This design comes from an exercise in tuning for small area, a short achievable clock period and few clock cycles per item on the open sky130 flow, not from production work. RTL that was checked went through simulation tests only; none was proved equivalent to the original. No activity file was given, so power comes from the tool's default toggle rates.

==> inputs of job 974 <==
// rsdp_tag
module rsdp_tag (
   input          clk,
   input          rst,
   input          start,
   input          csel,
   input          ssel,
   input  [237:0] b,
   input  [237:0] a,
   input  [135:0] y,
   input  [135:0] x,
   input  [6:0]   e,
   output         ready,
   output         done,
   output [6:0]   u
);
   reg [2:0] vld;
   assign ready = 1'b1;
   assign done  = vld[2];
   tag core (
      .clk(clk), .csel(csel), .ssel(ssel),
      .b(b), .a(a), .y(y), .x(x), .e(e), .u(u)
   );
   always @(posedge clk) begin
      if (rst)
         vld <= 3'd0;
      else
         vld <= {vld[1:0], start};
   end
endmodule
==> flow/config.mk <==
export PLATFORM = sky130hd
export DESIGN_NAME = rsdp_tag
export DESIGN_NICKNAME = rsdp_tag
export VERILOG_FILES = /design/flow/design.v
export SDC_FILE = /design/flow/constraint.sdc
export NUM_CORES = 4
export LEC_CHECK = 0
export CAP_MARGIN = 20
export CORE_MARGIN = 2
export CORE_UTILIZATION = 35
export SETUP_SLACK_MARGIN = 5
export SLEW_MARGIN = 20
==> flow/constraint.sdc <==
create_clock -name core_clock -period 8.0 [get_ports {clk}]
set_input_delay 1.6000 -clock core_clock [delete_from_list [all_inputs] [get_ports {clk}]]
set_output_delay 1.6000 -clock core_clock [all_outputs]
set_load 0.01 [all_outputs]
standard.sh (not shown) runs the stock make flow with config.mk's settings and CLKGATE_MAP_FILE= SYNTH_SCRIPT=/design/flow/synth_recipe.tcl, a recipe that flattens the netlist after the stock synthesis.
==> flow/flow/run.sh <==
#!/bin/bash
# Standard ORFS layout (the standard.sh, unchanged synthesis), with the
# port buffers that global placement inserts made from buf_1 cells instead of
# the default delay buffers. Every input and output port still gets a buffer.
set -euo pipefail
export BUFFER_PORTS_ARGS="-buffer_cell sky130_fd_sc_hd__buf_1"
bash standard.sh > orfs_make.log 2>&1
==> inputs of job 7755, as changes to job 974 <==
--- a/flow/config.mk
+++ b/flow/config.mk
@@ -8,5 +8,5 @@
 export CAP_MARGIN = 20
 export CORE_MARGIN = 2
 export CORE_UTILIZATION = 35
-export SETUP_SLACK_MARGIN = 5
+export SETUP_SLACK_MARGIN = 4.5
 export SLEW_MARGIN = 20
==> run notes <==
Area growth syn-to-layout: job 974 22.3%; job 7755 18.2%
Clock period minus worst slack: job 974 3240 ps; job 7755 3490 ps
Run status: job 974 finished clean; job 7755 finished clean
Achievable Freq: job 974 309 MHz; job 7755 287 MHz
Detail Placement HPWL: job 974 68.4 mm; job 7755 69.1 mm
P per Cell Area: job 974 592 nW/um2; job 7755 507 nW/um2
Detailed Route WL: job 974 81.9 mm; job 7755 79.1 mm
Top fanout value on the critical path: job 974 5; job 7755 72
Vias in the first global route: job 974 19600; job 7755 19900
Non-clock buffer contribution to total cell area: job 974 10.8%; job 7755 9.51%
Fill cell count: job 974 7333; job 7755 7458
Initial DRT Pass Iterations: job 974 4; job 7755 5
Clock distribution area overhead in the final layout: job 974 4.30%; job 7755 4.03%
Category of the worst setup path launch point: job 974 flip-flop; job 7755 input pin
First-pass GRT wire length: job 974 115 mm; job 7755 114 mm
No functional check of the RTL was part of any run of this note.

---

==> run a: inputs <==
Another version of the RTL of rsdp_tag (not shown whole).
clock: 8.0 ns
lec_check: 0
cap_margin: 20
core_margin: 2
core_utilization: 35
slew_margin: 20
synth_hierarchical: 1
synth_minimum_keep_size: 0
==> flow/flow/run.sh <==
#!/bin/bash
# Standard ORFS layout (the standard.sh, unchanged synthesis), except:
# - the port buffers that global placement inserts are buf_1 cells instead of
#   the default delay buffers (every input and output port still gets one);
# - clock tree synthesis uses clkbuf_8 leaf buffers, clusters of up to 16
#   sinks and no dummy loads, which makes a smaller clock tree.
set -euo pipefail
export SETUP_SLACK_MARGIN=5.4
export BUFFER_PORTS_ARGS="-buffer_cell sky130_fd_sc_hd__buf_1"
export CTS_ARGS="-sink_clustering_enable -repair_clock_nets -dont_use_dummy_load -buf_list {sky130_fd_sc_hd__clkbuf_8} -sink_clustering_size 16 -sink_clustering_max_diameter 100"
bash standard.sh > orfs_make.log 2>&1
==> run b (differences from run a) <==
==> flow/flow/run.sh (replaced) <==
#!/bin/bash
# Standard ORFS layout (the standard.sh, unchanged synthesis), with the
# port buffers that global placement inserts made from buf_1 cells instead of
# the default delay buffers. Every input and output port still gets a buffer.
set -euo pipefail
export BUFFER_PORTS_ARGS="-buffer_cell sky130_fd_sc_hd__buf_1"
bash standard.sh > orfs_make.log 2>&1
--- a/flow/config.mk
+++ b/flow/config.mk
@@ -8,6 +8,10 @@
 export CAP_MARGIN = 20
 export CORE_MARGIN = 2
 export CORE_UTILIZATION = 35
+export CTS_BUF_LIST = sky130_fd_sc_hd__clkbuf_8 sky130_fd_sc_hd__clkbuf_16
+export CTS_CLUSTER_DIAMETER = 60
+export CTS_CLUSTER_SIZE = 20
+export SETUP_SLACK_MARGIN = 5
 export SLEW_MARGIN = 20
 export SYNTH_HIERARCHICAL = 1
 export SYNTH_MINIMUM_KEEP_SIZE = 0
==> run notes <==
| quantity | run b | run a |
|---|---|---|
| Total power divided by cell area | 603.2 nW/um2 | 476.3 nW/um2 |
| Signal buf overhead | 0.1178 | 0.1480 |
| Status | no timing/DRC/antenna violations | no timing/DRC/antenna violations |
| Fraction of area in multi-input gates | 0.6160 | 0.6583 |
| Clock buf count | 35 | 24 |
| Crit-path max FO | 1 | 4 |
| Layout cells sized above 1 | 0.1369 | 0.4032 |
| Post-layout utilization of the core | 0.4330 | 0.5354 |
| Layout Cell Area excl Fill | 31480 um2 | 38930 um2 |
| Clock Tree Root | clkbuf_16 | clkbuf_8 |
| Post-layout nets | 3777 | 3873 |
| Total Wirelength | 87470 um | 97630 um |
| Met3 Routed Length | 3687 um | 4062 um |
| All-layer global routing usage | 0.2187 | 0.2418 |
| Worst R2R Start | core.q1_0_16 | core.q2_2_0 |
| Power attributed to sequential cells | 2580 uW | 2610 uW |
| Number of search-and-repair iterations in the first detailed-routing pass | 4 | 5 |
| Power share of the sequential group | 0.136 | 0.141 |
| Final worst-path setup slack | 4.855 ns | 4.873 ns |
| Post-route insts no fill | 3759 | 3829 |
Testbench counts of run a, summed over its fixed seeds: cycles 536, tags 512.
Testbench counts of run b, summed over its fixed seeds: cycles 536, tags 512.

## port drivers added, routing unchanged
Ports are ideal in the flow. The routed layouts listed here were re-timed in OpenROAD. Step 1 assumes that a clkbuf_16 drives the clock port and a buf_2 every other input. Step 2, shift: input delay + t, output delay - t, t = (earliest + latest rising clock arrival at the registers) / 2. This alone moves slack from input paths to output paths. Three values: ideal, step 1, step 2; two values: the first two.
run	shift t [ns]	setup WS [ns]	hold WS [ns]	worst slew at a driven data input, ns
job 974	0.603	4.764 / 4.764 / 4.268	0.439 / 0.439 / 0.439	0.27
job 7755	0.592	4.512 / 4.546 / 3.954	0.440 / 0.440 / 0.440	0.15
run a	0.645	4.873 / 4.873 / 4.360	0.456 / 0.456 / 0.456	0.17
run b	0.591	4.855 / 4.855 / 4.393	0.449 / 0.449 / 0.449	0.11
After both steps setup and hold are still met in every run listed. The setup slack of job 7755, which loses most, moves by +0.034 ns with the drivers and by -0.558 ns with both steps.
